This is an optimization exercise on Yosys and OpenROAD, whose aim is small area, not a production implementation. The RTL was checked by simulation tests, not by an equivalence proof against the original design. Power figures rest on the tool's default switching activity, not on a simulated workload.

## flow/config.mk

```make
export PLATFORM = sky130hd
export DESIGN_NAME = musicbox
export DESIGN_NICKNAME = musicbox
export VERILOG_FILES = /design/flow/design.v
export SDC_FILE = /design/flow/constraint.sdc
export NUM_CORES = 4
export LEC_CHECK = 0
export ABC_AREA = 1
export CAP_MARGIN = 20
export CORE_AREA = 2 2 62 62
export DIE_AREA = 0 0 64 64
export SLEW_MARGIN = 20
```

## flow/constraint.sdc

```tcl
create_clock -name core_clock -period 100.0 [get_ports {clk}]
set_input_delay 20.0000 -clock core_clock [delete_from_list [all_inputs] [get_ports {clk}]]
set_output_delay 20.0000 -clock core_clock [all_outputs]
set_load 0.01 [all_outputs]
```

## flow/design.v

```verilog
module songrom_g(x0, x1, x2, x3, x4, x5, x6, x7, z0, z1, z2, z3, z4);
  input x0;
  wire x0;
  input x1;
  wire x1;
  input x2;
  wire x2;
  input x3;
  wire x3;
  input x4;
  wire x4;
  input x5;
  wire x5;
  input x6;
  wire x6;
  input x7;
  wire x7;
  output z0;
  wire z0;
  output z1;
  wire z1;
  output z2;
  wire z2;
  output z3;
  wire z3;
  output z4;
  wire z4;
  wire _0000_;
  wire _0001_;
  wire _0002_;
  wire _0003_;
  wire _0004_;
  wire _0005_;
  wire _0006_;
  wire _0007_;
  wire _0008_;
  wire _0009_;
  wire _0010_;
  wire _0011_;
  wire _0012_;
  wire _0013_;
  wire _0014_;
  wire _0015_;
  wire _0016_;
  wire _0017_;
  wire _0018_;
  wire _0019_;
  wire _0020_;
  wire _0021_;
  wire _0022_;
  wire _0023_;
  wire _0024_;
  wire _0025_;
  wire _0026_;
  wire _0027_;
  wire _0028_;
  wire _0029_;
  wire _0030_;
  wire _0031_;
  wire _0032_;
  wire _0033_;
  wire _0034_;
  wire _0035_;
  wire _0036_;
  wire _0037_;
  wire _0038_;
  wire _0039_;
  wire _0040_;
  wire _0041_;
  wire _0042_;
  wire _0043_;
  wire _0044_;
  wire _0045_;
  wire _0046_;
  wire _0047_;
  wire _0048_;
  wire _0049_;
  wire _0050_;
  wire _0051_;
  wire _0052_;
  wire _0053_;
  wire _0054_;
  wire _0055_;
  wire _0056_;
  wire _0057_;
  wire _0058_;
  wire _0059_;
  wire _0060_;
  wire _0061_;
  wire _0062_;
  wire _0063_;
  wire _0064_;
  wire _0065_;
  wire _0066_;
  wire _0067_;
  wire _0068_;
  wire _0069_;
  wire _0070_;
  wire _0071_;
  wire _0072_;
  wire _0073_;
  wire _0074_;
  wire _0075_;
  wire _0076_;
  wire _0077_;
  wire _0078_;
  wire _0079_;
  wire _0080_;
  wire _0081_;
  wire _0082_;
  wire _0083_;
  wire _0084_;
  wire _0085_;
  wire _0086_;
  wire _0087_;
  wire _0088_;
  wire _0089_;
  wire _0090_;
  wire _0091_;
  wire _0092_;
  wire _0093_;
  wire _0094_;
  wire _0095_;
  wire _0096_;
  wire _0097_;
  wire _0098_;
  wire _0099_;
  wire _0100_;
  wire _0101_;
  wire _0102_;
  wire _0103_;
  wire _0104_;
  wire _0105_;
  wire _0106_;
  wire _0107_;
  wire _0108_;
  wire _0109_;
  wire _0110_;
  wire _0111_;
  wire _0112_;
  wire _0113_;
  wire _0114_;
  wire _0115_;
  wire _0116_;
  wire _0117_;
  wire _0118_;
  wire _0119_;
  wire _0120_;
  wire _0121_;
  wire _0122_;
  wire _0123_;
  wire _0124_;
  wire _0125_;
  wire _0126_;
  wire _0127_;
  wire _0128_;
  wire _0129_;
  wire _0130_;
  wire _0131_;
  wire _0132_;
  wire _0133_;
  wire _0134_;
  wire _0135_;
  wire _0136_;
  wire _0137_;
  wire _0138_;
  wire _0139_;
  wire _0140_;
  wire _0141_;
  wire _0142_;
  wire _0143_;
  wire _0144_;
  wire _0145_;
  wire _0146_;
  wire _0147_;
  wire _0148_;
  wire _0149_;
  wire _0150_;
  wire _0151_;
  wire _0152_;
  wire _0153_;
  wire _0154_;
  wire _0155_;
  wire _0156_;
  wire _0157_;
  wire _0158_;
  wire _0159_;
  wire _0160_;
  wire _0161_;
  wire _0162_;
  wire _0163_;
  wire _0164_;
  wire _0165_;
  wire _0166_;
  wire _0167_;
  wire _0168_;
  wire _0169_;
  wire _0170_;
  wire _0171_;
  wire _0172_;
  wire _0173_;
  wire _0174_;
  wire _0175_;
  wire _0176_;
  wire _0177_;
  wire _0178_;
  wire _0179_;
  wire _0180_;
  wire _0181_;
  wire _0182_;
  wire _0183_;
  wire _0184_;
  wire _0185_;
  wire _0186_;
  wire _0187_;
  wire _0188_;
  wire _0189_;
  wire _0190_;
  wire _0191_;
  wire _0192_;
  wire _0193_;
  wire _0194_;
  wire _0195_;
  wire _0196_;
  wire _0197_;
  wire _0198_;
  wire _0199_;
  wire _0200_;
  wire _0201_;
  wire _0202_;
  wire _0203_;
  wire _0204_;
  wire _0205_;
  wire _0206_;
  wire _0207_;
  wire _0208_;
  wire _0209_;
  wire _0210_;
  wire _0211_;
  wire _0212_;
  wire _0213_;
  wire _0214_;
  wire _0215_;
  wire _0216_;
  wire _0217_;
  wire _0218_;
  wire _0219_;
  wire _0220_;
  wire _0221_;
  wire _0222_;
  wire _0223_;
  wire _0224_;
  wire _0225_;
  wire _0226_;
  wire _0227_;
  wire _0228_;
  wire _0229_;
  wire _0230_;
  wire _0231_;
  wire _0232_;
  wire _0233_;
  wire _0234_;
  wire _0235_;
  wire _0236_;
  wire _0237_;
  wire _0238_;
  wire _0239_;
  wire _0240_;
  wire _0241_;
  wire _0242_;
  wire _0243_;
  wire _0244_;
  wire _0245_;
  wire _0246_;
  wire _0247_;
  wire _0248_;
  wire _0249_;
  wire _0250_;
  wire _0251_;
  wire _0252_;
  wire _0253_;
  wire _0254_;
  wire _0255_;
  wire _0256_;
  wire _0257_;
  wire _0258_;
  wire _0259_;
  wire _0260_;
  wire _0261_;
  wire _0262_;
  wire _0263_;
  wire _0264_;
  wire _0265_;
  wire _0266_;
  wire _0267_;
  wire _0268_;
  wire _0269_;
  wire _0270_;
  wire _0271_;
  wire _0272_;
  wire _0273_;
  wire _0274_;
  wire _0275_;
  wire _0276_;
  wire _0277_;
  wire _0278_;
  wire _0279_;
  wire _0280_;
  wire _0281_;
  wire _0282_;
  wire _0283_;
  wire _0284_;
  wire _0285_;
  wire _0286_;
  wire _0287_;
  wire _0288_;
  wire _0289_;
  wire _0290_;
  wire _0291_;
  wire _0292_;
  wire _0293_;
  wire _0294_;
  wire _0295_;
  wire _0296_;
  wire _0297_;
  wire _0298_;
  wire _0299_;
  wire _0300_;
  wire _0301_;
  wire _0302_;
  wire _0303_;
  wire _0304_;
  wire _0305_;
  wire _0306_;
  wire _0307_;
  wire _0308_;
  wire _0309_;
  wire _0310_;
  wire _0311_;
  wire _0312_;
  wire _0313_;
  wire _0314_;
  wire _0315_;
  wire _0316_;
  wire _0317_;
  wire _0318_;
  wire _0319_;
  wire _0320_;
  wire _0321_;
  wire _0322_;
  wire _0323_;
  wire _0324_;
  wire _0325_;
  wire _0326_;
  wire _0327_;
  wire _0328_;
  wire _0329_;
  wire _0330_;
  wire _0331_;
  wire _0332_;
  wire _0333_;
  wire _0334_;
  wire _0335_;
  wire _0336_;
  wire _0337_;
  wire _0338_;
  wire _0339_;
  wire _0340_;
  wire _0341_;
  wire _0342_;
  wire _0343_;
  wire _0344_;
  wire _0345_;
  wire _0346_;
  wire _0347_;
  wire _0348_;
  wire _0349_;
  wire _0350_;
  wire _0351_;
  wire _0352_;
  wire _0353_;
  wire _0354_;
  wire _0355_;
  wire _0356_;
  wire _0357_;
  wire _0358_;
  wire _0359_;
  wire _0360_;
  wire _0361_;
  wire _0362_;
  wire _0363_;
  wire _0364_;
  wire _0365_;
  wire _0366_;
  wire _0367_;
  wire _0368_;
  wire _0369_;
  wire _0370_;
  wire _0371_;
  wire _0372_;
  wire _0373_;
  wire _0374_;
  wire _0375_;
  wire _0376_;
  wire _0377_;
  wire _0378_;
  wire _0379_;
  wire _0380_;
  wire _0381_;
  wire _0382_;
  wire _0383_;
  wire _0384_;
  wire _0385_;
  wire _0386_;
  wire _0387_;
  wire _0388_;
  wire _0389_;
  wire _0390_;
  wire _0391_;
  wire _0392_;
  wire _0393_;
  wire _0394_;
  wire _0395_;
  wire _0396_;
  wire _0397_;
  wire _0398_;
  wire _0399_;
  wire _0400_;
  wire _0401_;
  wire _0402_;
  wire _0403_;
  wire _0404_;
  wire _0405_;
  wire _0406_;
  wire _0407_;
  wire _0408_;
  wire _0409_;
  wire _0410_;
  wire _0411_;
  wire _0412_;
  wire _0413_;
  wire _0414_;
  wire _0415_;
  wire _0416_;
  wire _0417_;
  wire _0418_;
  wire _0419_;
  wire _0420_;
  wire _0421_;
  wire _0422_;
  wire _0423_;
  wire _0424_;
  wire _0425_;
  wire _0426_;
  wire _0427_;
  wire _0428_;
  wire _0429_;
  wire _0430_;
  wire _0431_;
  wire _0432_;
  wire _0433_;
  wire _0434_;
  wire _0435_;
  wire _0436_;
  wire _0437_;
  wire _0438_;
  wire _0439_;
  wire _0440_;
  wire _0441_;
  wire _0442_;
  wire _0443_;
  wire _0444_;
  wire _0445_;
  wire _0446_;
  wire _0447_;
  wire _0448_;
  wire _0449_;
  wire _0450_;
  wire _0451_;
  wire _0452_;
  wire _0453_;
  wire _0454_;
  wire _0455_;
  wire _0456_;
  wire _0457_;
  wire _0458_;
  wire _0459_;
  wire _0460_;
  wire _0461_;
  wire _0462_;
  wire _0463_;
  wire _0464_;
  wire _0465_;
  wire _0466_;
  wire _0467_;
  wire _0468_;
  wire _0469_;
  wire _0470_;
  wire _0471_;
  wire _0472_;
  wire _0473_;
  wire _0474_;
  wire _0475_;
  wire _0476_;
  wire _0477_;
  wire _0478_;
  wire _0479_;
  wire _0480_;
  wire _0481_;
  wire _0482_;
  wire _0483_;
  wire _0484_;
  wire _0485_;
  wire _0486_;
  wire _0487_;
  wire _0488_;
  wire _0489_;
  wire _0490_;
  wire _0491_;
  wire _0492_;
  wire _0493_;
  wire _0494_;
  wire _0495_;
  wire _0496_;
  wire _0497_;
  wire _0498_;
  wire _0499_;
  wire _0500_;
  wire _0501_;
  wire _0502_;
  wire _0503_;
  wire _0504_;
  wire _0505_;
  wire _0506_;
  wire _0507_;
  wire _0508_;
  wire _0509_;
  wire _0510_;
  wire _0511_;
  wire _0512_;
  wire _0513_;
  wire _0514_;
  wire _0515_;
  wire _0516_;
  wire _0517_;
  wire _0518_;
  wire _0519_;
  wire _0520_;
  wire _0521_;
  wire _0522_;
  wire _0523_;
  assign _0077_ = ~x4;
  assign _0079_ = ~x6;
  assign _0083_ = ~x5;
  assign _0084_ = ~x7;
  assign _0080_ = _0105_ & _0106_;
  assign _0105_ = ~_0083_;
  assign _0106_ = ~_0084_;
  assign _0078_ = _0107_ & _0108_;
  assign _0107_ = ~_0079_;
  assign _0108_ = ~_0080_;
  assign _0112_ = _0109_ & _0110_;
  assign _0056_ = _0112_ | _0111_;
  assign _0109_ = ~x3;
  assign _0110_ = ~_0077_;
  assign _0111_ = ~_0078_;
  assign _0073_ = _0113_ & _0114_;
  assign _0113_ = ~x4;
  assign _0114_ = ~x6;
  assign _0074_ = _0115_ & _0116_;
  assign _0115_ = ~_0083_;
  assign _0116_ = ~x6;
  assign _0072_ = _0117_ & _0118_;
  assign _0117_ = ~_0073_;
  assign _0118_ = ~_0074_;
  assign _0119_ = x3 & _0072_;
  assign _0057_ = _0119_ | _0078_;
  assign _0067_ = _0120_ | _0121_;
  assign _0120_ = ~_0079_;
  assign _0121_ = ~_0080_;
  assign _0069_ = _0122_ & _0123_;
  assign _0122_ = ~_0079_;
  assign _0123_ = ~_0084_;
  assign _0068_ = _0124_ | _0125_;
  assign _0124_ = ~x4;
  assign _0125_ = ~_0069_;
  assign _0059_ = _0126_ | _0127_;
  assign _0126_ = ~_0067_;
  assign _0127_ = ~_0068_;
  assign _0061_ = ~x3;
  assign _0064_ = _0128_ & _0129_;
  assign _0128_ = ~x2;
  assign _0129_ = ~_0077_;
  assign _0133_ = _0130_ & _0131_;
  assign _0065_ = _0133_ & _0132_;
  assign _0130_ = ~x4;
  assign _0131_ = ~x6;
  assign _0132_ = ~_0083_;
  assign _0140_ = _0134_ & _0135_;
  assign _0141_ = _0136_ & _0137_;
  assign _0142_ = _0138_ & _0139_;
  assign _0143_ = _0140_ | _0141_;
  assign _0063_ = _0143_ | _0142_;
  assign _0134_ = ~_0083_;
  assign _0135_ = ~_0065_;
  assign _0136_ = ~x6;
  assign _0137_ = ~_0065_;
  assign _0138_ = ~_0064_;
  assign _0139_ = ~_0065_;
  assign _0062_ = _0144_ & _0145_;
  assign _0144_ = ~x7;
  assign _0145_ = ~_0063_;
  assign _0150_ = _0146_ & _0147_;
  assign _0151_ = _0148_ & _0149_;
  assign _0060_ = _0150_ | _0151_;
  assign _0146_ = ~_0061_;
  assign _0147_ = ~_0062_;
  assign _0148_ = ~x7;
  assign _0149_ = ~_0062_;
  assign _0058_ = _0152_ & _0153_;
  assign _0152_ = ~_0059_;
  assign _0153_ = ~_0060_;
  assign _0160_ = _0154_ & _0155_;
  assign _0161_ = _0156_ & _0157_;
  assign _0162_ = _0158_ & _0159_;
  assign _0163_ = _0160_ | _0161_;
  assign _0039_ = _0163_ | _0162_;
  assign _0154_ = ~x2;
  assign _0155_ = ~_0058_;
  assign _0156_ = ~_0056_;
  assign _0157_ = ~_0058_;
  assign _0158_ = ~_0057_;
  assign _0159_ = ~_0058_;
  assign _0055_ = ~x1;
  assign _0009_ = _0164_ | _0165_;
  assign _0164_ = ~x0;
  assign _0165_ = ~_0055_;
  assign _0169_ = _0166_ & _0167_;
  assign _0040_ = _0169_ | _0168_;
  assign _0166_ = ~_0083_;
  assign _0167_ = ~_0079_;
  assign _0168_ = ~_0061_;
  assign _0049_ = _0170_ & _0171_;
  assign _0170_ = ~_0077_;
  assign _0171_ = ~_0083_;
  assign _0047_ = ~_0049_;
  assign _0048_ = _0172_ & _0173_;
  assign _0172_ = ~x2;
  assign _0173_ = ~_0061_;
  assign _0178_ = _0174_ & _0175_;
  assign _0179_ = _0178_ & _0176_;
  assign _0045_ = _0179_ & _0177_;
  assign _0174_ = ~x0;
  assign _0175_ = ~_0047_;
  assign _0176_ = ~_0079_;
  assign _0177_ = ~_0048_;
  assign _0041_ = _0180_ & _0181_;
  assign _0180_ = ~_0055_;
  assign _0181_ = ~_0045_;
  assign _0185_ = _0182_ & _0183_;
  assign _0027_ = _0185_ | _0184_;
  assign _0182_ = ~_0039_;
  assign _0183_ = ~_0040_;
  assign _0184_ = ~_0041_;
  assign _0037_ = _0186_ & _0187_;
  assign _0186_ = ~x4;
  assign _0187_ = ~_0069_;
  assign _0028_ = _0188_ | _0189_;
  assign _0188_ = ~_0083_;
  assign _0189_ = ~_0037_;
  assign _0035_ = ~x2;
  assign _0034_ = _0190_ & _0191_;
  assign _0190_ = ~_0035_;
  assign _0191_ = ~_0061_;
  assign _0030_ = ~_0034_;
  assign _0032_ = _0192_ & _0193_;
  assign _0192_ = ~_0077_;
  assign _0193_ = ~_0079_;
  assign _0197_ = _0194_ & _0195_;
  assign _0031_ = _0197_ | _0196_;
  assign _0194_ = ~x5;
  assign _0195_ = ~_0032_;
  assign _0196_ = ~_0047_;
  assign _0206_ = _0198_ & _0199_;
  assign _0207_ = _0200_ & _0201_;
  assign _0208_ = _0202_ & _0203_;
  assign _0209_ = _0204_ & _0205_;
  assign _0210_ = _0206_ | _0207_;
  assign _0211_ = _0210_ | _0208_;
  assign _0029_ = _0211_ | _0209_;
  assign _0198_ = ~_0067_;
  assign _0199_ = ~_0030_;
  assign _0200_ = ~_0067_;
  assign _0201_ = ~_0031_;
  assign _0202_ = ~_0068_;
  assign _0203_ = ~_0030_;
  assign _0204_ = ~_0068_;
  assign _0205_ = ~_0031_;
  assign _0216_ = _0212_ & _0213_;
  assign _0217_ = _0214_ & _0215_;
  assign _0011_ = _0216_ | _0217_;
  assign _0212_ = ~_0027_;
  assign _0213_ = ~_0029_;
  assign _0214_ = ~_0028_;
  assign _0215_ = ~_0029_;
  assign _0221_ = _0218_ & _0219_;
  assign _0020_ = _0221_ | _0220_;
  assign _0218_ = ~x5;
  assign _0219_ = ~_0079_;
  assign _0220_ = ~_0037_;
  assign _0024_ = _0222_ & _0223_;
  assign _0222_ = ~_0035_;
  assign _0223_ = ~_0077_;
  assign _0023_ = ~_0024_;
  assign _0227_ = _0224_ & _0225_;
  assign _0021_ = _0227_ | _0226_;
  assign _0224_ = ~_0083_;
  assign _0225_ = ~_0023_;
  assign _0226_ = ~x1;
  assign _0231_ = _0228_ & _0229_;
  assign _0014_ = _0231_ | _0230_;
  assign _0228_ = ~x2;
  assign _0229_ = ~_0020_;
  assign _0230_ = ~_0021_;
  assign _0235_ = _0232_ & _0233_;
  assign _0018_ = _0235_ | _0234_;
  assign _0232_ = ~x4;
  assign _0233_ = ~_0030_;
  assign _0234_ = ~_0055_;
  assign _0239_ = _0236_ & _0237_;
  assign _0017_ = _0239_ | _0238_;
  assign _0236_ = ~_0061_;
  assign _0237_ = ~_0018_;
  assign _0238_ = ~x2;
  assign _0243_ = _0240_ & _0241_;
  assign _0015_ = _0243_ | _0242_;
  assign _0240_ = ~x5;
  assign _0241_ = ~_0064_;
  assign _0242_ = ~_0017_;
  assign _0012_ = _0244_ & _0245_;
  assign _0244_ = ~_0014_;
  assign _0245_ = ~_0015_;
  assign _0013_ = ~x0;
  assign _0249_ = _0246_ & _0247_;
  assign _0010_ = _0249_ | _0248_;
  assign _0246_ = ~_0011_;
  assign _0247_ = ~_0012_;
  assign _0248_ = ~_0013_;
  assign _0253_ = _0250_ & _0251_;
  assign z0 = _0253_ | _0252_;
  assign _0250_ = ~_0039_;
  assign _0251_ = ~_0009_;
  assign _0252_ = ~_0010_;
  assign _0001_ = _0254_ & _0255_;
  assign _0254_ = ~x2;
  assign _0255_ = ~x7;
  assign _0003_ = ~_0048_;
  assign _0006_ = _0256_ & _0257_;
  assign _0256_ = ~x3;
  assign _0257_ = ~_0023_;
  assign _0004_ = ~_0006_;
  assign _0262_ = _0258_ & _0259_;
  assign _0263_ = _0260_ & _0261_;
  assign _0002_ = _0262_ | _0263_;
  assign _0258_ = ~_0003_;
  assign _0259_ = ~_0013_;
  assign _0260_ = ~_0004_;
  assign _0261_ = ~_0013_;
  assign _0267_ = _0264_ & _0265_;
  assign _0005_ = _0267_ | _0266_;
  assign _0264_ = ~_0001_;
  assign _0265_ = ~_0002_;
  assign _0266_ = ~_0074_;
  assign _0099_ = _0268_ & _0269_;
  assign _0268_ = ~_0083_;
  assign _0269_ = ~_0079_;
  assign _0273_ = _0270_ & _0271_;
  assign _0093_ = _0273_ | _0272_;
  assign _0270_ = ~x3;
  assign _0271_ = ~_0077_;
  assign _0272_ = ~_0099_;
  assign _0278_ = _0274_ & _0275_;
  assign _0279_ = _0278_ & _0276_;
  assign _0081_ = _0279_ | _0277_;
  assign _0274_ = ~x7;
  assign _0275_ = ~_0034_;
  assign _0276_ = ~_0047_;
  assign _0277_ = ~_0093_;
  assign _0288_ = _0280_ & _0281_;
  assign _0289_ = _0282_ & _0283_;
  assign _0290_ = _0284_ & _0285_;
  assign _0291_ = _0286_ & _0287_;
  assign _0292_ = _0288_ | _0289_;
  assign _0293_ = _0292_ | _0290_;
  assign _0082_ = _0293_ | _0291_;
  assign _0280_ = ~_0013_;
  assign _0281_ = ~x6;
  assign _0282_ = ~_0013_;
  assign _0283_ = ~_0064_;
  assign _0284_ = ~_0049_;
  assign _0285_ = ~x6;
  assign _0286_ = ~_0049_;
  assign _0287_ = ~_0064_;
  assign _0294_ = _0013_ & _0081_;
  assign _0295_ = _0013_ & _0082_;
  assign _0296_ = x7 & _0081_;
  assign _0297_ = _0093_ & _0081_;
  assign _0298_ = x7 & _0082_;
  assign _0299_ = _0093_ & _0082_;
  assign _0300_ = _0294_ | _0295_;
  assign _0301_ = _0300_ | _0296_;
  assign _0302_ = _0301_ | _0297_;
  assign _0303_ = _0302_ | _0298_;
  assign _0098_ = _0303_ | _0299_;
  assign _0307_ = _0304_ & _0305_;
  assign _0046_ = _0307_ | _0306_;
  assign _0304_ = ~x3;
  assign _0305_ = ~_0084_;
  assign _0306_ = ~_0032_;
  assign _0311_ = _0308_ & _0309_;
  assign _0050_ = _0311_ | _0310_;
  assign _0308_ = ~_0061_;
  assign _0309_ = ~_0065_;
  assign _0310_ = ~x1;
  assign _0317_ = _0312_ & _0313_;
  assign _0318_ = _0317_ & _0314_;
  assign _0319_ = _0318_ | _0315_;
  assign _0019_ = _0319_ | _0316_;
  assign _0312_ = ~x5;
  assign _0313_ = ~_0084_;
  assign _0314_ = ~_0073_;
  assign _0315_ = ~_0046_;
  assign _0316_ = ~_0050_;
  assign _0022_ = _0320_ & _0321_;
  assign _0320_ = ~_0035_;
  assign _0321_ = ~_0074_;
  assign _0326_ = _0322_ & _0323_;
  assign _0327_ = _0324_ & _0325_;
  assign _0094_ = _0326_ | _0327_;
  assign _0322_ = ~_0040_;
  assign _0323_ = ~_0006_;
  assign _0324_ = ~_0022_;
  assign _0325_ = ~_0006_;
  assign _0008_ = ~_0019_;
  assign _0331_ = _0328_ & _0329_;
  assign _0097_ = _0331_ | _0330_;
  assign _0328_ = ~_0029_;
  assign _0329_ = ~_0008_;
  assign _0330_ = ~_0014_;
  assign _0336_ = _0332_ & _0333_;
  assign _0337_ = _0336_ | _0334_;
  assign _0096_ = _0337_ | _0335_;
  assign _0332_ = ~_0019_;
  assign _0333_ = ~_0094_;
  assign _0334_ = ~_0013_;
  assign _0335_ = ~_0097_;
  assign _0092_ = _0338_ & _0339_;
  assign _0338_ = ~x5;
  assign _0339_ = ~_0004_;
  assign _0349_ = _0340_ & _0341_;
  assign _0350_ = _0349_ & _0342_;
  assign _0351_ = _0343_ & _0344_;
  assign _0352_ = _0351_ & _0345_;
  assign _0353_ = _0346_ & _0347_;
  assign _0354_ = _0353_ & _0348_;
  assign _0355_ = _0350_ | _0352_;
  assign _0025_ = _0355_ | _0354_;
  assign _0340_ = ~_0005_;
  assign _0341_ = ~_0018_;
  assign _0342_ = ~_0092_;
  assign _0343_ = ~_0098_;
  assign _0344_ = ~_0018_;
  assign _0345_ = ~_0092_;
  assign _0346_ = ~_0096_;
  assign _0347_ = ~_0018_;
  assign _0348_ = ~_0092_;
  assign _0359_ = _0356_ & _0357_;
  assign z1 = _0359_ & _0358_;
  assign _0356_ = ~_0041_;
  assign _0357_ = ~_0025_;
  assign _0358_ = ~z0;
  assign _0066_ = _0360_ & _0361_;
  assign _0360_ = ~_0035_;
  assign _0361_ = ~_0084_;
  assign _0365_ = _0362_ | _0363_;
  assign _0053_ = _0365_ | _0364_;
  assign _0362_ = ~_0077_;
  assign _0363_ = ~_0099_;
  assign _0364_ = ~_0066_;
  assign _0372_ = _0366_ & _0367_;
  assign _0373_ = _0368_ & _0369_;
  assign _0374_ = _0370_ & _0371_;
  assign _0375_ = _0372_ | _0373_;
  assign _0052_ = _0375_ | _0374_;
  assign _0366_ = ~_0077_;
  assign _0367_ = ~_0009_;
  assign _0368_ = ~_0099_;
  assign _0369_ = ~_0009_;
  assign _0370_ = ~_0001_;
  assign _0371_ = ~_0009_;
  assign _0000_ = _0376_ & _0377_;
  assign _0376_ = ~x5;
  assign _0377_ = ~_0084_;
  assign _0044_ = _0378_ & _0379_;
  assign _0378_ = ~_0099_;
  assign _0379_ = ~_0000_;
  assign _0007_ = _0380_ | _0381_;
  assign _0380_ = ~_0083_;
  assign _0381_ = ~_0084_;
  assign _0385_ = _0382_ & _0383_;
  assign _0016_ = _0385_ | _0384_;
  assign _0382_ = ~_0079_;
  assign _0383_ = ~_0084_;
  assign _0384_ = ~_0007_;
  assign _0394_ = _0386_ & _0387_;
  assign _0395_ = _0388_ & _0389_;
  assign _0396_ = _0390_ & _0391_;
  assign _0397_ = _0392_ & _0393_;
  assign _0398_ = _0394_ | _0395_;
  assign _0399_ = _0398_ | _0396_;
  assign _0043_ = _0399_ | _0397_;
  assign _0386_ = ~_0080_;
  assign _0387_ = ~_0024_;
  assign _0388_ = ~_0080_;
  assign _0389_ = ~_0016_;
  assign _0390_ = ~_0064_;
  assign _0391_ = ~_0024_;
  assign _0392_ = ~_0064_;
  assign _0393_ = ~_0016_;
  assign _0404_ = _0400_ & _0401_;
  assign _0405_ = _0402_ & _0403_;
  assign _0026_ = _0404_ | _0405_;
  assign _0400_ = ~x2;
  assign _0401_ = ~_0007_;
  assign _0402_ = ~_0079_;
  assign _0403_ = ~_0007_;
  assign _0409_ = _0406_ & _0407_;
  assign _0042_ = _0409_ | _0408_;
  assign _0406_ = ~_0065_;
  assign _0407_ = ~_0026_;
  assign _0408_ = ~_0061_;
  assign _0033_ = _0410_ & _0411_;
  assign _0410_ = ~x2;
  assign _0411_ = ~x4;
  assign _0415_ = _0412_ & _0413_;
  assign _0036_ = _0415_ & _0414_;
  assign _0412_ = ~_0061_;
  assign _0413_ = ~_0033_;
  assign _0414_ = ~_0067_;
  assign _0419_ = _0416_ & _0417_;
  assign _0038_ = _0419_ | _0418_;
  assign _0416_ = ~_0013_;
  assign _0417_ = ~_0036_;
  assign _0418_ = ~_0023_;
  assign _0425_ = _0420_ & _0421_;
  assign _0426_ = _0425_ | _0422_;
  assign _0427_ = _0426_ | _0423_;
  assign _0051_ = _0427_ | _0424_;
  assign _0420_ = ~_0061_;
  assign _0421_ = ~_0044_;
  assign _0422_ = ~_0043_;
  assign _0423_ = ~_0042_;
  assign _0424_ = ~_0038_;
  assign _0433_ = _0428_ & _0429_;
  assign _0434_ = _0433_ | _0430_;
  assign _0435_ = _0434_ | _0431_;
  assign _0054_ = _0435_ | _0432_;
  assign _0428_ = ~_0068_;
  assign _0429_ = ~_0003_;
  assign _0430_ = ~_0053_;
  assign _0431_ = ~_0052_;
  assign _0432_ = ~_0051_;
  assign z2 = _0436_ | _0437_;
  assign _0436_ = ~_0096_;
  assign _0437_ = ~_0054_;
  assign _0444_ = _0438_ & _0439_;
  assign _0445_ = _0440_ & _0441_;
  assign _0446_ = _0442_ & _0443_;
  assign _0447_ = _0444_ | _0445_;
  assign _0076_ = _0447_ | _0446_;
  assign _0438_ = ~_0030_;
  assign _0439_ = ~_0023_;
  assign _0440_ = ~_0031_;
  assign _0441_ = ~_0023_;
  assign _0442_ = ~_0067_;
  assign _0443_ = ~_0023_;
  assign _0451_ = _0448_ & _0449_;
  assign _0071_ = _0451_ | _0450_;
  assign _0448_ = ~x2;
  assign _0449_ = ~_0072_;
  assign _0450_ = ~_0031_;
  assign _0456_ = _0452_ & _0453_;
  assign _0457_ = _0454_ & _0455_;
  assign _0070_ = _0456_ | _0457_;
  assign _0452_ = ~x1;
  assign _0453_ = ~_0052_;
  assign _0454_ = ~_0045_;
  assign _0455_ = ~_0052_;
  assign _0458_ = _0061_ & _0084_;
  assign _0459_ = _0458_ & _0071_;
  assign _0075_ = _0459_ | _0070_;
  assign _0464_ = _0460_ & _0461_;
  assign _0465_ = _0462_ & _0463_;
  assign z3 = _0464_ | _0465_;
  assign _0460_ = ~_0076_;
  assign _0461_ = ~_0075_;
  assign _0462_ = ~_0010_;
  assign _0463_ = ~_0097_;
  assign _0469_ = _0466_ & _0467_;
  assign _0085_ = _0469_ | _0468_;
  assign _0466_ = ~x6;
  assign _0467_ = ~_0066_;
  assign _0468_ = ~_0044_;
  assign _0088_ = _0470_ | _0471_;
  assign _0470_ = ~_0016_;
  assign _0471_ = ~_0085_;
  assign _0086_ = ~_0080_;
  assign _0478_ = _0472_ & _0473_;
  assign _0479_ = _0474_ & _0475_;
  assign _0480_ = _0476_ & _0477_;
  assign _0481_ = _0478_ | _0479_;
  assign _0087_ = _0481_ | _0480_;
  assign _0472_ = ~_0086_;
  assign _0473_ = ~x1;
  assign _0474_ = ~_0033_;
  assign _0475_ = ~x1;
  assign _0476_ = ~_0007_;
  assign _0477_ = ~x1;
  assign _0482_ = x4 & _0043_;
  assign _0483_ = _0482_ & _0087_;
  assign _0484_ = _0085_ & _0043_;
  assign _0485_ = _0484_ & _0087_;
  assign _0486_ = x4 & _0088_;
  assign _0487_ = _0486_ & _0087_;
  assign _0488_ = _0085_ & _0088_;
  assign _0489_ = _0488_ & _0087_;
  assign _0490_ = _0483_ | _0485_;
  assign _0491_ = _0490_ | _0487_;
  assign _0104_ = _0491_ | _0489_;
  assign _0089_ = ~_0020_;
  assign _0492_ = _0089_ & _0031_;
  assign _0493_ = _0000_ & _0031_;
  assign _0090_ = _0492_ | _0493_;
  assign _0091_ = _0494_ & _0495_;
  assign _0494_ = ~_0081_;
  assign _0495_ = ~_0090_;
  assign _0103_ = _0496_ & _0497_;
  assign _0496_ = ~_0055_;
  assign _0497_ = ~_0091_;
  assign _0501_ = _0498_ & _0499_;
  assign _0101_ = _0501_ & _0500_;
  assign _0498_ = ~x2;
  assign _0499_ = ~x4;
  assign _0500_ = ~_0058_;
  assign _0505_ = _0502_ & _0503_;
  assign _0095_ = _0505_ & _0504_;
  assign _0502_ = ~_0034_;
  assign _0503_ = ~_0001_;
  assign _0504_ = ~_0046_;
  assign _0510_ = _0506_ & _0507_;
  assign _0511_ = _0508_ & _0509_;
  assign _0100_ = _0510_ | _0511_;
  assign _0506_ = ~_0009_;
  assign _0507_ = ~_0095_;
  assign _0508_ = ~x3;
  assign _0509_ = ~_0083_;
  assign _0516_ = _0512_ & _0513_;
  assign _0517_ = _0516_ | _0514_;
  assign _0102_ = _0517_ | _0515_;
  assign _0512_ = ~_0055_;
  assign _0513_ = ~_0101_;
  assign _0514_ = ~_0038_;
  assign _0515_ = ~_0100_;
  assign _0522_ = _0518_ & _0519_;
  assign _0523_ = _0522_ & _0520_;
  assign z4 = _0523_ | _0521_;
  assign _0518_ = ~x0;
  assign _0519_ = ~_0104_;
  assign _0520_ = ~_0103_;
  assign _0521_ = ~_0102_;
endmodule
module songrom(a, y);
input [7:0] a;
output [4:0] y;
songrom_g g(.x0(a[7]), .x1(a[6]), .x2(a[5]), .x3(a[4]), .x4(a[3]), .x5(a[2]), .x6(a[1]), .x7(a[0]), .z0(y[4]), .z1(y[3]), .z2(y[2]), .z3(y[1]), .z4(y[0]));
endmodule
module musicbox(clk, rst, buzz);
input clk;
input rst;
output reg buzz;
reg [7:0] pos;
reg gap;
reg [14:0] cnt;
reg [7:0] bcnt;
wire [3:0] code;
wire last;
wire [4:0] rom;
songrom r(.a(pos), .y(rom));
assign {code,last} = rom;
wire tb = ~gap & (cnt[0] & ~cnt[1] & ~cnt[2] & cnt[4] & cnt[5] & ~cnt[6] & cnt[7] & cnt[8] & cnt[9] & cnt[10] & cnt[11] & cnt[12] & cnt[13] & cnt[14]);
wire wrap = (pos[1] & pos[2] & pos[6] & pos[7]);
wire tg = gap & (~cnt[3] & cnt[5] & cnt[6] & ~cnt[7] & cnt[8] & cnt[9] & cnt[10] & cnt[11]);
wire clr = rst | tb | tg | wrap;
wire pclr = rst | wrap;
wire adv = tg | (tb & ~last);
wire silent = gap | (code == 4'd0);
reg bterm;
always @(*) begin
  case(code)
    4'd1: bterm = (~bcnt[0] & bcnt[1] & bcnt[2] & ~bcnt[3] & ~bcnt[5] & ~bcnt[6] & bcnt[7]);
    4'd2: bterm = (~bcnt[3] & ~bcnt[4] & ~bcnt[5] & bcnt[6] & bcnt[7]);
    4'd3: bterm = (~bcnt[0] & bcnt[2] & bcnt[3] & bcnt[4] & ~bcnt[5] & ~bcnt[6]);
    4'd4: bterm = (bcnt[0] & bcnt[2] & ~bcnt[4] & bcnt[5] & ~bcnt[6] & bcnt[7]);
    4'd5: bterm = (bcnt[0] & bcnt[2] & ~bcnt[3] & ~bcnt[5] & bcnt[6] & ~bcnt[7]);
    4'd6: bterm = (bcnt[1] & bcnt[3] & bcnt[5] & bcnt[6] & ~bcnt[7]);
    4'd7: bterm = (bcnt[0] & ~bcnt[1] & bcnt[3] & bcnt[5] & bcnt[6] & bcnt[7]);
    4'd8: bterm = (~bcnt[2] & ~bcnt[4] & ~bcnt[5] & bcnt[6] & bcnt[7]);
    4'd9: bterm = (bcnt[0] & bcnt[1] & bcnt[2] & bcnt[3] & ~bcnt[6] & bcnt[7]);
    4'd10: bterm = (bcnt[2] & ~bcnt[3] & ~bcnt[5] & ~bcnt[6] & ~bcnt[7]);
    default: bterm = 1'b0;
  endcase
end
wire bclr = rst | silent | bterm;
always @(posedge clk) begin
  cnt <= clr ? 15'd0 : {cnt[13:0] ^ 14'd16383, (cnt[14] ^ cnt[0])};
  gap <= ~rst & (gap ? ~tg : (tb & last));
  pos <= pclr ? 8'd0 : pos + {7'd0, adv};
  bcnt <= bclr ? 8'd0 : {bcnt[6:0] ^ 7'd127, (bcnt[7] ^ bcnt[2])};
  buzz <= ~(rst | silent) & (buzz ^ bterm);
end
endmodule
```

## flow/flow/run.sh

```bash
#!/bin/bash
# Own layout flow: the standard synthesis, then the combinational logic between the
# standard synthesis's registers is re-mapped with stronger ABC area scripts (the registers,
# their instance names and cell types stay as the standard synthesis made them), then the standard flow's
# standard layout from floorplan to finish. Each tool writes its full output to a log here.
set -euo pipefail
HERE=$(pwd)
YOSYS=${YOSYS_EXE:-/OpenROAD-flow-scripts/tools/install/yosys/bin/yosys}
LIB=$FLOW_HOME/platforms/sky130hd/lib/sky130_fd_sc_hd__tt_025C_1v80.lib
R=$HERE/orfs/results/sky130hd/musicbox/base
T=${RESYN_T:-60}

bash standard.sh synth > $HERE/flow_synth.log 2>&1
cp $R/1_2_yosys.v $HERE/std_synth.v

DU=""
for c in $(grep -o 'sky130_fd_sc_hd__\(probe\|lpflow\)[a-z0-9_]*' $FLOW_HOME/platforms/sky130hd/config.mk | sort -u); do DU="$DU -dont_use $c"; done
SEQ=$(echo $(grep -o 'sky130_fd_sc_hd__[a-z0-9_]*' $HERE/std_synth.v | sort -u | grep -E '__(df|edf|sdf|dl|sedf|conb)' || true))

# candidate ABC scripts (different random seeds of &deepsyn); the smallest result is used
N=${RESYN_N:-8}
for i in $(seq 0 $((N-1))); do
  echo "strash; dc2; &get -n; &deepsyn -T $T -S $((i+1)); &put; strash; amap; topo" > $HERE/resynth_$i.abc
  cat > $HERE/resynth_$i.ys <<EOS
read_liberty -ignore_miss_func $LIB
read_verilog $HERE/std_synth.v
hierarchy -top musicbox
setattr -mod -set keep_hierarchy 1 $SEQ
flatten
opt_clean
abc -liberty $LIB $DU -script $HERE/resynth_$i.abc
opt_clean -purge
rename -hide w:*.*
select musicbox
tee -o $HERE/resynth_$i.stat stat -liberty $LIB
write_verilog -noattr -noexpr -selected $HERE/resynth_$i.v
EOS
done
for i in $(seq 0 $((N-1))); do
  ( $YOSYS -s $HERE/resynth_$i.ys > $HERE/flow_resynth_$i.log 2>&1 || true ) &
  if (( (i+1) % ${NUM_CORES:-4} == 0 )); then wait; fi
done
wait
BEST=""; BA=""
for i in $(seq 0 $((N-1))); do
  A=$(grep -h "Chip area for" $HERE/resynth_$i.stat 2>/dev/null | tail -1 | awk '{print $NF}')
  echo "script $i: area ${A:-failed}" >> $HERE/resynth_choice.log
  if [[ -n "$A" && -s $HERE/resynth_$i.v ]]; then
    if [[ -z "$BA" ]] || awk "BEGIN{exit !($A < $BA)}"; then BA=$A; BEST=$i; fi
  fi
done
STD=$(grep -h "Chip area" $HERE/orfs/reports/sky130hd/musicbox/base/synth_stat.txt | tail -1 | awk '{print $NF}')
echo "standard synthesis: $STD; best: ${BEST:-none} $BA" >> $HERE/resynth_choice.log
if [[ -n "$BEST" ]] && awk "BEGIN{exit !($BA < $STD)}"; then
  cp $HERE/resynth_$BEST.v $R/1_2_yosys.v
  rm -f $R/1_synth.odb $R/1_synth.sdc
fi
# extra ORFS variables for the layout steps, one VAR=value per line (e.g. CTS_ARGS)
EXTRA=()
if [[ -f $HERE/flow/extra_vars.txt ]]; then
  while IFS= read -r line; do [[ -n "$line" ]] && EXTRA+=("$line"); done < $HERE/flow/extra_vars.txt
fi
bash standard.sh "${EXTRA[@]}" finish > $HERE/flow_finish.log 2>&1
```

## flow/flow/extra_vars.txt

```
CTS_ARGS=-repair_clock_nets -dont_use_dummy_load -buf_list sky130_fd_sc_hd__clkbuf_4 -root_buf sky130_fd_sc_hd__clkbuf_4 -sink_clustering_enable -sink_clustering_size 12 -sink_clustering_max_diameter 100
BUFFER_PORTS_ARGS=-buffer_cell sky130_fd_sc_hd__buf_1
```

## flow/standard.sh

```bash
#!/bin/bash
# synth_recipe.tcl (not shown) runs the flow's synth.tcl, then flattens the netlist and writes it again
# the make line also repeats each setting of config.mk as NAME=value (left out here)
make -C /OpenROAD-flow-scripts/flow DESIGN_CONFIG=/design/flow/config.mk WORK_HOME=/design/flow/orfs CLKGATE_MAP_FILE= SYNTH_SCRIPT=/design/flow/synth_recipe.tcl "${@:-finish}"
```

==> flow_summary.json, run 1 <==
{
  "status": "finished clean",
  "place_area_um2": 1760,
  "drive_gt1_share_pct": 2.07,
  "cp_max_fo": 3,
  "max_slew.worst_pin.slew_ns": 0.752,
  "crit_arrival_ns": 0.85,
  "antenna_found_initial": 0,
  "routed_via_density": 6.09,
  "power_w": 0.0000227,
  "rsz0062_at_grt": "false",
  "hold_path_startpoint": "cnt[11]$_SDFF_PP0_",
  "hold_path_end": "cnt[12]$_SDFF_PP0_",
  "drc": 0,
  "ir_drop_mv": 0.0104,
  "power_density_nw_per_um2": 12.6,
  "hold_path.class": "reg2reg",
  "finalHoldViolations": 0,
  "numClockSinks": 33,
  "groute.usage.overall_pct": 23.7,
  "r2r_cells": 19,
  "root_buffer": "clkbuf_4",
  "finalSetupViolCount": 0,
  "path_delay_family": "flip-flops",
  "fin_util_pct": 53.1,
  "routabilityCongestion": 0.906,
  "clock_path_buffers": 2,
  "cts_setup_buffers": 0,
  "finalMaxSlewViolations": 0,
  "cp_cell_sequence": "buf_1",
  "finalCriticalPeriod_ns": 20.85,
  "placement.io_buffers": 2,
  "core_um2": 3390,
  "fp-row-count": 21,
  "diodes": 0,
  "fmax_mhz": 48.0,
  "synthesis.area_um2": 1700,
  "start_util_pct": 50.1,
  "chipHeight_um": 64,
  "fin_crit_sh_pct": 20.8,
  "nets": 246,
  "grt.overflow.total": 0,
  "seq_area_um2": 661,
  "critPathRequiredTime_ns": 80.00,
  "grt_max_degree": 15,
  "fill_cells": 324,
  "wl_mm": 4.27,
  "worstSetupStartpointType": "flop",
  "fin_area_um2": 1800,
  "fin_ws_ns": 79.15,
  "crit_buf_inv": 1,
  "htreeDepth": 2,
  "rrSetupSlack_ns": 95.73,
  "finalClockSkew_ns": 0.0302,
  "wire_per_inst_um": 14.8,
  "drt-initial-drc-count": 190,
  "total_leakage_power_nw": 0.605,
  "grt_pass1_vias": 1665,
  "r2r-start": "pos[3]$_SDFF_PP0_",
  "cts_tree": "built",
  "rr_endpoint": "bcnt[0]$_SDFF_PP0_",
  "synth_fp_nets": 237,
  "crit_cells": 1,
  "post_cts_resized": 0,
  "holdPathStages": 1,
  "clkTransAtPathRegs_ns": 0.10,
  "multi_input_area_um2": 940,
  "slew_headroom_pct": 49.4,
  "drt-pass1-iter-count": 5,
  "grt_pass1_wl_mm": 7.68,
  "cp_slowest_stage_delay_ns": 0.36,
  "area_growth_syn_to_layout_pct": 6.04,
  "dieArea_um2": 4100,
  "dp_slack_ns": 78.98,
  "drv_cap": 0,
  "cts_buffers": 5,
  "syn_inst": 235,
  "postRouteAntennaNets": 0,
  "clk_latency_ns": 0.33,
  "fin_tns_setup_ns": 0,
  "cts_hold_buf": 0,
  "crit_path_end_kind": "output port",
  "syn_avg_cell_area_um2": 7.23,
  "dp_hpwl_mm": 3.16,
  "crit_slowest_cell": "dfxtp_1",
  "worst-setup-path-type": "reg2out",
  "die_x_um": 64,
  "via_count": 1753,
  "ys_warn_count": 1,
  "io_pins": 3
}
[sequential cells by signal (all words and copies together), names as in the netlist]
signal,cells
cnt,15
bcnt,8
pos,8
buzz,1
gap,1
[per-layer routing]
layer / GRT usage (%) / vias up / share of wire, % / routed length, um
met1: 32.0 / 774 / 45 / 1940
met4: 9.78 / 0 / 2.7 / 116
li1: - / 861 / - / -
met2: 34.4 / 95 / 42 / 1800
met5: 0 / - / 0 / 0
met3: 8.10 / 23 / 9.6 / 411
[report_power, final]
part	switching, W	leakage, nW	internal (W)	total [W]
sequential	0.000000829	0.273	0.0000141	0.0000149
clock	0.00000377	0.0230	0.00000234	0.00000611
combinational	0.000000962	0.309	0.000000686	0.00000165
total	0.00000556	0.605	0.0000171	0.0000227
[through the flow]
stage	std cells	hold WS, ns
floorplan	235	0.383
global placement	283	0.399
detailed placement	283	0.396
CTS	288	0.404
global route	288	0.416
finish	288	0.399
[cell type report]
type                            count  area share [%]
Clock buffer                        5            2.08
Inverter                           26            5.42
Multi-Input combinational cell    176            52.2
Sequential cell                    33            36.7
Tap cell                           46            3.20
Timing Repair Buffer                2           0.417
[worst reg2reg max path: cells and delay by family, from the launching register on]
kind	cells	cell delay [ns]
AO/OA/AOI/OAI	6	0.99
buffers and inverters	3	0.63
AND/OR/NAND/NOR	10	2.05
flip-flops	1	0.53
[worst max-delay path by stage]
| stage | start | end | slack (ns) |
|---|---|---|---|
| global placement | rst | pos[6]$_SDFF_PP0_ | 79.07 |
| floorplan | rst | pos[1]$_SDFF_PP0_ | 79.28 |
| finish | buzz$_DFF_P_ | buzz | 79.15 |
| detailed placement | rst | pos[1]$_SDFF_PP0_ | 78.98 |
| CTS | buzz$_DFF_P_ | buzz | 79.13 |
| global route | buzz$_DFF_P_ | buzz | 79.09 |
[cell usage in the layout, fill, tap and decap left out, drive strengths merged, types with 2 or more instances in the layout]
| master | count |
|---|---|
| nor2 | 60 |
| dfxtp | 33 |
| clkinv | 26 |
| nand2 | 17 |
| o21ai | 16 |
| nor3 | 11 |
| a21oi | 8 |
| nand3 | 6 |
| a31oi | 5 |
| a211oi | 5 |
| clkbuf | 5 |
| o21a | 4 |
| nand4 | 3 |
| nor4 | 3 |
| o22ai | 3 |
| a311oi | 3 |
| or2 | 3 |
| nand3b | 2 |
| o221a | 2 |
| a221oi | 2 |
| o221ai | 2 |
| o22a | 2 |
| or3 | 2 |
| buf | 2 |
==> run 2, diff against run 1 <==
--- a/flow/design.v
+++ b/flow/design.v
@@ -1088,44 +1088,43 @@
 input clk;
 input rst;
 output reg buzz;
-reg [7:0] pos;
-reg gap;
-reg [14:0] cnt;
-reg [7:0] bcnt;
-wire [3:0] code;
-wire last;
+reg [7:0] pos;     
+reg gap;           
+reg [14:0] cnt;    
+reg [7:0] bcnt;    
+wire [3:0] code;   
+wire last;         
 wire [4:0] rom;
 songrom r(.a(pos), .y(rom));
 assign {code,last} = rom;
-wire tb = ~gap & (cnt[0] & ~cnt[1] & ~cnt[2] & cnt[4] & cnt[5] & ~cnt[6] & cnt[7] & cnt[8] & cnt[9] & cnt[10] & cnt[11] & cnt[12] & cnt[13] & cnt[14]);
-wire wrap = (pos[1] & pos[2] & pos[6] & pos[7]);
-wire tg = gap & (~cnt[3] & cnt[5] & cnt[6] & ~cnt[7] & cnt[8] & cnt[9] & cnt[10] & cnt[11]);
+wire tb = ~gap & (cnt[0] & ~cnt[1] & ~cnt[2] & cnt[4] & cnt[5] & ~cnt[6] & cnt[7] & cnt[8] & cnt[9] & cnt[10] & cnt[11] & cnt[12] & cnt[13] & cnt[14]);    
+wire tg = gap & (~cnt[3] & cnt[5] & cnt[6] & ~cnt[7] & cnt[8] & cnt[9] & cnt[10] & cnt[11]);     
+wire wrap = ~gap & (pos[1] & pos[2] & pos[6] & pos[7]);
 wire clr = rst | tb | tg | wrap;
 wire pclr = rst | wrap;
-wire adv = tg | (tb & ~last);
 wire silent = gap | (code == 4'd0);
-reg bterm;
+wire bterm = (~bcnt[0] & bcnt[1] & bcnt[2] & ~bcnt[3] & ~bcnt[5] & ~bcnt[6] & bcnt[7]);    
+reg [7:0] bstart;   
 always @(*) begin
   case(code)
-    4'd1: bterm = (~bcnt[0] & bcnt[1] & bcnt[2] & ~bcnt[3] & ~bcnt[5] & ~bcnt[6] & bcnt[7]);
-    4'd2: bterm = (~bcnt[3] & ~bcnt[4] & ~bcnt[5] & bcnt[6] & bcnt[7]);
-    4'd3: bterm = (~bcnt[0] & bcnt[2] & bcnt[3] & bcnt[4] & ~bcnt[5] & ~bcnt[6]);
-    4'd4: bterm = (bcnt[0] & bcnt[2] & ~bcnt[4] & bcnt[5] & ~bcnt[6] & bcnt[7]);
-    4'd5: bterm = (bcnt[0] & bcnt[2] & ~bcnt[3] & ~bcnt[5] & bcnt[6] & ~bcnt[7]);
-    4'd6: bterm = (bcnt[1] & bcnt[3] & bcnt[5] & bcnt[6] & ~bcnt[7]);
-    4'd7: bterm = (bcnt[0] & ~bcnt[1] & bcnt[3] & bcnt[5] & bcnt[6] & bcnt[7]);
-    4'd8: bterm = (~bcnt[2] & ~bcnt[4] & ~bcnt[5] & bcnt[6] & bcnt[7]);
-    4'd9: bterm = (bcnt[0] & bcnt[1] & bcnt[2] & bcnt[3] & ~bcnt[6] & bcnt[7]);
-    4'd10: bterm = (bcnt[2] & ~bcnt[3] & ~bcnt[5] & ~bcnt[6] & ~bcnt[7]);
-    default: bterm = 1'b0;
+    4'd1: bstart = 8'd0;
+    4'd2: bstart = 8'd19;
+    4'd3: bstart = 8'd147;
+    4'd4: bstart = 8'd5;
+    4'd5: bstart = 8'd78;
+    4'd6: bstart = 8'd94;
+    4'd7: bstart = 8'd205;
+    4'd8: bstart = 8'd154;
+    4'd9: bstart = 8'd235;
+    4'd10: bstart = 8'd173;
+    default: bstart = 8'd0;
   endcase
 end
-wire bclr = rst | silent | bterm;
 always @(posedge clk) begin
   cnt <= clr ? 15'd0 : {cnt[13:0] ^ 14'd16383, (cnt[14] ^ cnt[0])};
   gap <= ~rst & (gap ? ~tg : (tb & last));
-  pos <= pclr ? 8'd0 : pos + {7'd0, adv};
-  bcnt <= bclr ? 8'd0 : {bcnt[6:0] ^ 7'd127, (bcnt[7] ^ bcnt[2])};
+  pos <= pclr ? 8'd0 : pos + {7'd0, tb};
+  bcnt <= pclr ? 8'd235 : (silent | bterm) ? bstart : {bcnt[6:0] ^ 7'd127, (bcnt[7] ^ bcnt[2])};
   buzz <= ~(rst | silent) & (buzz ^ bterm);
 end
 endmodule
==> run 2 against run 1 <==
Net effect: sequential power decreased by 5%; combinational power decreased by about 50%; hold slack improved by 0.015 ns; utilization decreased by 1.1 points; power decreased by 6.6%; still clean; critical path type is now in2reg; critical path depth increased by 6.
==> flow_summary.json, run 2 <==
{
  "status": "finished clean",
  "path_delay_family": "compound AO/OA/AOI/OAI gates",
  "io_pins": 3,
  "cp_slowest_stage_delay_ns": 0.34,
  "groute.usage.overall_pct": 23.6,
  "multi_input_area_um2": 891,
  "wire_per_inst_um": 15.5,
  "via_count": 1754,
  "grt_pass1_wl_mm": 7.56,
  "die_x_um": 64,
  "chipHeight_um": 64,
  "final_common_cell": "nor2_1",
  "synthesis.area_um2": 1650,
  "ys_warn_count": 1,
  "cts_buffers": 5,
  "critPathRequiredTime_ns": 100.20,
  "clkTransAtPathRegs_ns": 0.10,
  "crit_path_end_kind": "flop",
  "fin_util_pct": 52.0,
  "final_cell_mix": "54 x nor2_1, 33 x dfxtp_1, 27 x clkinv_1",
  "crit_arrival_ns": 21.15,
  "max_slew.worst_pin.slew_ns": 0.655,
  "worstSetupStartpointType": "primary input",
  "fin_area_um2": 1760,
  "cp_max_fo": 14,
  "drt-pass1-iter-count": 5,
  "cp_cell_sequence": "buf_1 -> clkinv_1 -> o41ai_1 -> clkinv_1 -> nand2_1 -> a21o_1 -> a211oi_1",
  "finalSetupViolCount": 0,
  "grt_pass1_vias": 1698,
  "fin_crit_sh_pct": 21.0,
  "fp-row-count": 21,
  "syn_inst": 227,
  "area_growth_syn_to_layout_pct": 6.66,
  "cp_common_cell": "clkinv_1",
  "diodes": 0,
  "post_cts_resized": 0,
  "finalCriticalPeriod_ns": 20.95,
  "routabilityCongestion": 1.01,
  "synth_fp_nets": 229,
  "worst-setup-path-type": "in2reg",
  "cts_hold_buf": 0,
  "antenna_found_initial": 0,
  "core_um2": 3390,
  "clk_latency_ns": 0.33,
  "fmax_mhz": 47.7,
  "drc": 0,
  "crit_slowest_cell": "a21o_1",
  "finalMaxSlewViolations": 0,
  "clock_path_buffers": 2,
  "root_buffer": "clkbuf_4",
  "htreeDepth": 2,
  "numClockSinks": 33,
  "grt.overflow.total": 0,
  "dieArea_um2": 4100,
  "dp_hpwl_mm": 3.26,
  "whs_ns": 0.414,
  "grt_max_degree": 15,
  "total_leakage_power_nw": 0.591,
  "placement.io_buffers": 2,
  "largest_reg_flops": 15,
  "slew_headroom_pct": 55.2,
  "rsz0062_at_grt": "false",
  "wl_mm": 4.35,
  "ir_drop_mv": 0.0107,
  "power_density_nw_per_um2": 12.0,
  "cts_setup_buffers": 0,
  "cts_tree": "built",
  "drive_gt1_share_pct": 2.55,
  "syn_avg_cell_area_um2": 7.28,
  "start_util_pct": 48.8,
  "reg_top3": "cnt (15), bcnt (8), pos (8)",
  "finalClockSkew_ns": 0.0204,
  "postRouteAntennaNets": 0,
  "regMostFlops": "cnt",
  "place_area_um2": 1730,
  "fin_tns_setup_ns": 0,
  "fill_cells": 333,
  "seq_area_um2": 661,
  "crit_buf_inv": 3,
  "hold_path.class": "reg2reg",
  "drv_cap": 0,
  "finalHoldViolations": 0,
  "nets": 239,
  "drt-initial-drc-count": 158,
  "routed_via_density": 6.24
}
## run 2: metal layers
| layer | wire length (um) | share of wire [%] | GRT usage (%) |
|---|---|---|---|
| met5 | 0 | 0 | 0 |
| met4 | 95 | 2.2 | 10.3 |
| met1 | 1940 | 45 | 30.5 |
| met3 | 420 | 9.7 | 7.04 |
| met2 | 1890 | 43 | 36.3 |
## run 2: layout make-up
class | count | share of cell area (%)
Timing Repair Buffer | 3 | 0.852
Clock buffer | 5 | 2.13
Sequential cell | 33 | 37.5
Tap cell | 46 | 3.26
Inverter | 27 | 5.75
Multi-Input combinational cell | 167 | 50.5
## run 2: path summary, 6_finish.rpt
path	endpoint	cells after the start	slack, ns	from
setup / recovery	cnt[0]$_SDFF_PP0_	7	79.05	rst
hold / removal	cnt[10]$_SDFF_PP0_	1	0.41	cnt[9]$_SDFF_PP0_
setup reg to reg	bcnt[6]$_SDFF_PP1_	17	95.67	pos[2]$_SDFF_PP0_
hold reg to reg	cnt[10]$_SDFF_PP0_	1	0.41	cnt[9]$_SDFF_PP0_
## run 2: stage by stage
stage,worst slack (ns),power (W),std cells
final,79.05,0.0000212,281
after global routing,78.85,0.0000222,281
after CTS,79.05,0.0000214,281
after detailed placement,78.70,0.0000153,276
after global placement,78.80,0.0000152,276
after floorplan,78.83,0.0000149,227
## run 2: worst reg2reg max path, delay by kind of cell, from the launching register on
kind                   cells  cell delay (ns)
buffers and inverters      3             0.73
flip-flops                 1             0.50
AND/OR/NAND/NOR            4             0.68
AO/OA/AOI/OAI             10             2.34
## run 2: report_power, final
group          leakage [nW]     total, W  internal (W)  switching (W)
Sequential            0.273    0.0000141     0.0000137    0.000000393
Clock                0.0230   0.00000622    0.00000234     0.00000388
Combinational         0.295  0.000000828   0.000000359    0.000000468
Total                 0.591    0.0000212     0.0000165     0.00000474
==> run 3, diff against run 2 <==
--- a/flow/flow/run.sh
+++ b/flow/flow/run.sh
@@ -8,7 +8,7 @@
 YOSYS=${YOSYS_EXE:-/OpenROAD-flow-scripts/tools/install/yosys/bin/yosys}
 LIB=$FLOW_HOME/platforms/sky130hd/lib/sky130_fd_sc_hd__tt_025C_1v80.lib
 R=$HERE/orfs/results/sky130hd/musicbox/base
-T=${RESYN_T:-60}
+T=${RESYN_T:-45}
 
 bash standard.sh synth > $HERE/flow_synth.log 2>&1
 cp $R/1_2_yosys.v $HERE/std_synth.v
@@ -18,7 +18,7 @@
 SEQ=$(echo $(grep -o 'sky130_fd_sc_hd__[a-z0-9_]*' $HERE/std_synth.v | sort -u | grep -E '__(df|edf|sdf|dl|sedf|conb)' || true))
 
 # candidate ABC scripts (different random seeds of &deepsyn); the smallest result is used
-N=${RESYN_N:-8}
+N=${RESYN_N:-16}
 for i in $(seq 0 $((N-1))); do
   echo "strash; dc2; &get -n; &deepsyn -T $T -S $((i+1)); &put; strash; amap; topo" > $HERE/resynth_$i.abc
   cat > $HERE/resynth_$i.ys <<EOS
==> run 3 against run 2 <==
Net effect: global-route usage unchanged; synthesized cell count unchanged; sequential share of layout area unchanged; maximum frequency unchanged; highest routed layer unchanged; power unchanged; sequential power about the same; register-to-register slack about the same; clock skew unchanged.
==> flow_summary.json, run 3 <==
{
  "status": "finished clean",
  "area_growth_syn_to_layout_pct": 6.66,
  "use_met1_pct": 30.5,
  "largest_reg_flops": 15,
  "syn_inst": 227,
  "slew_headroom_pct": 55.2,
  "numClockSinks": 33,
  "whs_ns": 0.414,
  "reg_top3": "cnt (15), bcnt (8), pos (8)",
  "synthesis.area_um2": 1650,
  "wl_mm": 4.35,
  "diodes": 0,
  "netSwitchingPower_w": 0.00000474,
  "worst-setup-path-type": "in2reg",
  "antenna_found_initial": 0,
  "syn_avg_cell_area_um2": 7.28,
  "drt-pass1-iter-count": 5,
  "fmax_mhz": 47.7,
  "seqPwrFrac_pct": 66.7,
  "post_cts_resized": 0,
  "met3_usage_pct": 7.04,
  "finalHoldViolations": 0,
  "nets": 239,
  "cts_setup_buffers": 0,
  "final_common_cell": "nor2_1",
  "io_pins": 3,
  "dieArea_um2": 4100,
  "fp-row-count": 21,
  "routabilityCongestion": 1.01,
  "critPathRequiredTime_ns": 100.20,
  "grt_busiest_layer": "met2",
  "cts_hold_buf": 0,
  "wire_per_inst_um": 15.5,
  "fin_tns_setup_ns": 0,
  "synth_fp_nets": 229,
  "crit_arrival_ns": 21.15,
  "core_um2": 3390,
  "use_met2_pct": 36.3,
  "ys_warn_count": 1,
  "drive_gt1_share_pct": 2.55,
  "fin_crit_sh_pct": 21.0,
  "start_util_pct": 48.8,
  "hold_path.class": "reg2reg",
  "cp_max_fo": 14,
  "finalMaxSlewViolations": 0,
  "drv_cap": 0,
  "total_leakage_power_nw": 0.591,
  "dp_hpwl_mm": 3.26,
  "power.share.clock_pct": 29.4,
  "finalCriticalPeriod_ns": 20.95,
  "power_density_nw_per_um2": 12.0,
  "finalClockSkew_ns": 0.0204,
  "crit_path_end_kind": "flop",
  "drt-initial-drc-count": 158,
  "via_count": 1754,
  "drc": 0,
  "rsz0062_at_grt": "false",
  "internal_power_w": 0.0000165,
  "final_cell_mix": "54 x nor2_1, 33 x dfxtp_1, 27 x clkinv_1",
  "chipHeight_um": 64,
  "postRouteAntennaNets": 0,
  "clkTransAtPathRegs_ns": 0.10,
  "groute.usage.overall_pct": 23.6,
  "p_comb_share_pct": 3.9,
  "grt.overflow.total": 0,
  "cts_tree": "built",
  "placement.io_buffers": 2,
  "cts_buffers": 5,
  "root_buffer": "clkbuf_4",
  "regMostFlops": "cnt",
  "grt_pass1_wl_mm": 7.56,
  "grt_pass1_vias": 1698,
  "die_x_um": 64,
  "clk_latency_ns": 0.33,
  "worstSetupStartpointType": "primary input",
  "max_slew.worst_pin.slew_ns": 0.655,
  "routed_via_density": 6.24,
  "finalSetupViolCount": 0,
  "ir_drop_mv": 0.0107,
  "htreeDepth": 2,
  "swShare_pct": 22.4,
  "grt_max_degree": 15,
  "clock_path_buffers": 2
}
==> run 3: per-layer routing <==
metal / routed length, um / vias to the layer above / share of wire (%)
met3: 420 / 13 / 9.7
li1: - / 842 / -
met4: 95 / 0 / 2.2
met1: 1940 / 812 / 45
met5: 0 / - / 0
met2: 1890 / 87 / 43
==> run 3: through the flow <==
step | instances | total power, W | cell area (um^2) | setup slack [ns] | utilization (%)
2_1_floorplan | 227 | 0.0000149 | 1650 | 78.83 | -
3_3_place_gp | 276 | 0.0000152 | 1730 | 78.80 | 50.9
3_5_place_dp | 276 | 0.0000153 | 1730 | 78.70 | 50.9
4_1_cts | 281 | 0.0000214 | 1760 | 79.05 | 52.0
5_1_grt | 281 | 0.0000222 | 1760 | 78.85 | 52.0
6_report | 281 | 0.0000212 | 1760 | 79.05 | 52.0
==> run 3: final timing paths <==
path	start	slack, ns	depth (start not counted)	endpoint
setup / recovery	rst	79.05	7	cnt[0]$_SDFF_PP0_
hold / removal	cnt[9]$_SDFF_PP0_	0.41	1	cnt[10]$_SDFF_PP0_
setup reg to reg	pos[2]$_SDFF_PP0_	95.67	17	bcnt[6]$_SDFF_PP1_
hold reg to reg	cnt[9]$_SDFF_PP0_	0.41	1	cnt[10]$_SDFF_PP0_
==> run 3: critical path: stages <==
cell and delay, ns:
buf_1 0.12, clkinv_1 0.10, o41ai_1 0.09, clkinv_1 0.27, nand2_1 0.14, a21o_1 0.34
a211oi_1 0.09
==> run 3: area by class of cell <==
class                      count  area (um^2)
inverter                      27          101
timing repair buffer           3         15.0
multi-input combinational    167          891
fill                         333         1630
tap                           46         57.6
clock buffer                   5         37.5
sequential                    33          661
==> run 3: power by group through the flow <==
| stage | Sequential [W] | Combinational, W | Clock (W) |
|---|---|---|---|
| 2_1_floorplan | 0.0000143 | 0.000000609 | 0 |
| 3_3_place_gp | 0.0000144 | 0.000000774 | 0 |
| 3_5_place_dp | 0.0000144 | 0.000000836 | 0 |
| 4_1_cts | 0.0000141 | 0.000000838 | 0.00000639 |
| 5_1_grt | 0.0000142 | 0.000000963 | 0.00000706 |
| 6_report | 0.0000141 | 0.000000828 | 0.00000622 |

## static timing again, ports no longer ideal
No port has a modelled driver above. Below, the same layouts with a new extraction and two added sets of constraints. Step 1: set_driving_cell puts a clkbuf_16 on clk and a buf_2 on each other input, an assumption about the parent block. Step 2 times the ports against the registers' clock, not the clock port: input delays grow and output delays shrink by t, the midpoint of the rising clock arrivals with the driver on. Slacks: no drivers / after step 1 / after step 2; pairs: no drivers / after step 1.
run	t, ns	slack for setup (ns)	latest minus earliest clock arrival (ns)	cell pins on the clock port's net
run 1	0.339	79.152 / 79.129 / 78.979	0.030 / 0.030	1
run 2	0.347	79.047 / 79.047 / 78.700	0.021 / 0.021	1
run 3	0.347	79.047 / 79.047 / 78.700	0.021 / 0.021	1
After both steps every run listed still meets setup and hold.
